This design comes from an exercise in tuning for small area on the open sky130 flow, not from production work.
The RTL was checked by simulation tests, not by an equivalence proof against the original design.

## top
module top(
    input         clk,
    input         rst,
    input  [26:0] freq_config,
    input  [26:0] phas_config,
    output reg [13:0] S
    );
    reg [26:0] T;
    reg        tc;
    wire [26:0] a = T & {27{~rst}};
    wire        am = tc & ~rst;
    wire s0, c1;
    hadd us0 (.a(a[0]), .b(freq_config[0]), .s(s0), .co(c1));
    wire s2, c3;
    fadd us2 (.a(a[1]), .b(freq_config[1]), .c(c1), .s(s2), .co(c3));
    wire s4, c5;
    fadd us4 (.a(a[2]), .b(freq_config[2]), .c(c3), .s(s4), .co(c5));
    wire s6, c7;
    fadd us6 (.a(a[3]), .b(freq_config[3]), .c(c5), .s(s6), .co(c7));
    wire s8, c9;
    fadd us8 (.a(a[4]), .b(freq_config[4]), .c(c7), .s(s8), .co(c9));
    wire s10, c11;
    fadd us10 (.a(a[5]), .b(freq_config[5]), .c(c9), .s(s10), .co(c11));
    wire s12, c13;
    fadd us12 (.a(a[6]), .b(freq_config[6]), .c(c11), .s(s12), .co(c13));
    wire s14, c15;
    fadd us14 (.a(a[7]), .b(freq_config[7]), .c(c13), .s(s14), .co(c15));
    wire s16, c17;
    fadd us16 (.a(a[8]), .b(freq_config[8]), .c(c15), .s(s16), .co(c17));
    wire s18, c19;
    fadd us18 (.a(a[9]), .b(freq_config[9]), .c(c17), .s(s18), .co(c19));
    wire s20, c21;
    fadd us20 (.a(a[10]), .b(freq_config[10]), .c(c19), .s(s20), .co(c21));
    wire s22, c23;
    fadd us22 (.a(a[11]), .b(freq_config[11]), .c(c21), .s(s22), .co(c23));
    wire s24, c25;
    fadd us24 (.a(a[12]), .b(freq_config[12]), .c(c23), .s(s24), .co(c25));
    wire s26, c27;
    fadd us26 (.a(a[13]), .b(freq_config[13]), .c(c25), .s(s26), .co(c27));
    wire s28, c29;
    fadd us28 (.a(a[14]), .b(freq_config[14]), .c(am), .s(s28), .co(c29));
    wire s30, c31;
    fadd us30 (.a(a[15]), .b(freq_config[15]), .c(c29), .s(s30), .co(c31));
    wire s32, c33;
    fadd us32 (.a(a[16]), .b(freq_config[16]), .c(c31), .s(s32), .co(c33));
    wire s34, c35;
    fadd us34 (.a(a[17]), .b(freq_config[17]), .c(c33), .s(s34), .co(c35));
    wire s36, c37;
    fadd us36 (.a(a[18]), .b(freq_config[18]), .c(c35), .s(s36), .co(c37));
    wire s38, c39;
  ...
Settings: LEC_CHECK=0, CAP_MARGIN=20, CORE_MARGIN=2, CORE_UTILIZATION=60, SLEW_MARGIN=20, SYNTH_HIERARCHICAL=1, SYNTH_MINIMUM_KEEP_SIZE=0; clock period 8.0 ns.
standard.sh (not shown) runs the stock make flow with config.mk's settings and CLKGATE_MAP_FILE= SYNTH_SCRIPT=/design/flow/synth_recipe.tcl, a recipe that flattens the netlist after the stock synthesis.
==> flow/flow/run.sh <==
#!/bin/bash
# The standard layout (the standard.sh), with two changes:
#  - the port buffers are the smallest buffer, sky130_fd_sc_hd__buf_1;
#  - clock tree synthesis inserts no dummy loads.
set -euo pipefail
bash standard.sh \
  'BUFFER_PORTS_ARGS=-buffer_cell sky130_fd_sc_hd__buf_1' \
  'CTS_ARGS=-sink_clustering_enable -repair_clock_nets -dont_use_dummy_load' \
  finish > standard_flow.log 2>&1
The first run completed with no timing, DRC or antenna violations.
Rerun with:
--- a/flow/config.mk
+++ b/flow/config.mk
@@ -10 +10 @@
-export CORE_UTILIZATION = 60
+export CORE_UTILIZATION = 75
After rerunning: Clock skew fell by 3.9 ps; worst setup slack gets better by 140 ps; cell area fell slightly; synthesized cell count is unchanged; count of clock-buffer cells in the layout does not change; worst hold slack gets better by 18 ps; global-route usage rose by 5.3 points; utilization rose by 15 points; wire length fell by a few percent.
Rerun with:
--- a/flow/flow/run.sh
+++ b/flow/flow/run.sh
@@ -8,0 +9 @@
+  REMOVE_ABC_BUFFERS=1 \
--- a/flow/config.mk
+++ b/flow/config.mk
@@ -10 +10,2 @@
-export CORE_UTILIZATION = 75
+export CORE_UTILIZATION = 60
+export GPL_TIMING_DRIVEN = 0
Effect:
- The new run completed without violations
- area after synthesis is unchanged
- cell area went up slightly

---

top, a different RTL version from the one above (not shown whole).
Size: about 1200 cells after synthesis, about 110 flip-flops, roughly 0.010 mm^2 of cells after synthesis.
==> flow/config.mk <==
export PLATFORM = sky130hd
export DESIGN_NAME = top
export DESIGN_NICKNAME = top
export VERILOG_FILES = /design/flow/design.v
export SDC_FILE = /design/flow/constraint.sdc
export NUM_CORES = 4
export LEC_CHECK = 0
export ABC_AREA = 1
export CAP_MARGIN = 20
export CORE_MARGIN = 2
export CORE_UTILIZATION = 60
export GPL_TIMING_DRIVEN = 0
export SLEW_MARGIN = 20
export SYNTH_HIERARCHICAL = 1
export SYNTH_MINIMUM_KEEP_SIZE = 0
==> flow/constraint.sdc <==
create_clock -name core_clock -period 8.0 [get_ports {clk}]
set_input_delay 1.6000 -clock core_clock [delete_from_list [all_inputs] [get_ports {clk}]]
set_output_delay 1.6000 -clock core_clock [all_outputs]
set_load 0.01 [all_outputs]
==> flow/flow/run.sh <==
#!/bin/bash
# The standard layout (the standard.sh), with two changes:
#  - the port buffers are the smallest buffer, sky130_fd_sc_hd__buf_1;
#  - clock tree synthesis inserts no dummy loads.
set -euo pipefail
bash standard.sh \
  'BUFFER_PORTS_ARGS=-buffer_cell sky130_fd_sc_hd__buf_1' \
  'CTS_ARGS=-sink_clustering_enable -repair_clock_nets -dont_use_dummy_load' \
  REMOVE_ABC_BUFFERS=1 \
  finish > standard_flow.log 2>&1
Rerun with:
--- a/flow/flow/run.sh
+++ b/flow/flow/run.sh
@@ -7,4 +7,3 @@
   'BUFFER_PORTS_ARGS=-buffer_cell sky130_fd_sc_hd__buf_1' \
   'CTS_ARGS=-sink_clustering_enable -repair_clock_nets -dont_use_dummy_load' \
-  REMOVE_ABC_BUFFERS=1 \
   finish > standard_flow.log 2>&1
--- a/flow/config.mk
+++ b/flow/config.mk
@@ -9,6 +9,5 @@
 export CAP_MARGIN = 20
 export CORE_MARGIN = 2
-export CORE_UTILIZATION = 60
-export GPL_TIMING_DRIVEN = 0
+export CORE_UTILIZATION = 75
 export SLEW_MARGIN = 20
 export SYNTH_HIERARCHICAL = 1
Non-clock buffer count came out higher by 7.
Global-route usage increases by 9.3 points.
Utilization grows by 16 points.
Design area drops slightly.
Rerun with:
--- a/flow/config.mk
+++ b/flow/config.mk
@@ -9,5 +9,5 @@
 export CAP_MARGIN = 20
 export CORE_MARGIN = 2
-export CORE_UTILIZATION = 75
+export CORE_UTILIZATION = 60
 export SLEW_MARGIN = 20
 export SYNTH_HIERARCHICAL = 1
=> Setup slack improved by 0.15 ns; design area is higher by about 0.6%; clock skew grows by 0.0086 ns; hold slack is about the same.
Rerun with:
--- a/flow/flow/run.sh
+++ b/flow/flow/run.sh
@@ -6,4 +6,4 @@
 bash standard.sh \
   'BUFFER_PORTS_ARGS=-buffer_cell sky130_fd_sc_hd__buf_1' \
-  'CTS_ARGS=-sink_clustering_enable -repair_clock_nets -dont_use_dummy_load' \
+  'CTS_ARGS=-sink_clustering_enable -repair_clock_nets -dont_use_dummy_load -sink_clustering_size 25 -sink_clustering_max_diameter 100' \
   finish > standard_flow.log 2>&1
After rerunning: Setup slack is unchanged. Synthesized area does not change. Via count is unchanged. Critical path depth does not change. Non-clock buffer count is unchanged. Clock skew is unchanged. Final area is unchanged. Global-route usage does not change. Clock-buffer cell count is unchanged.

==> separate check: timing with driven ports <==
In the flow no input, the clock included, has a driving cell. The finished layouts below were timed again as built, in two steps.
Step 1, drivers: a clkbuf_16 drives clk and a buf_2 each remaining input, both assumed.
Step 2 moves the port delays by t, midway between the first and last clock arrival at a register: inputs arrive t later, outputs are due t later. That takes back most of the time a late clock gives input paths.
Slacks: ideal ports / drivers / drivers and shift; pairs: ideal ports / drivers.
run | t, ns | setup slack, ns | worst setup path at the end
the first run of note 1 | 0.399 | 0.667 / 0.667 / 0.571 | input to register
the second run of note 1 | 0.394 | 0.804 / 0.804 / 0.639 | input to register
the third run of note 1 | 0.390 | 0.427 / 0.427 / 0.275 | input to register
the first run of note 2 | 0.399 | 0.400 / 0.400 / 0.323 | input to register
the second run of note 2 | 0.388 | 0.494 / 0.494 / 0.494 | register to register
the third run of note 2 | 0.399 | 0.642 / 0.642 / 0.642 | register to register
the fourth run of note 2 | 0.399 | 0.642 / 0.642 / 0.642 | register to register
After both steps every run listed still meets setup and hold. For the second run of note 1, which loses most, drivers alone change the setup slack by 0.000 ns; drivers and shift together by -0.165 ns.
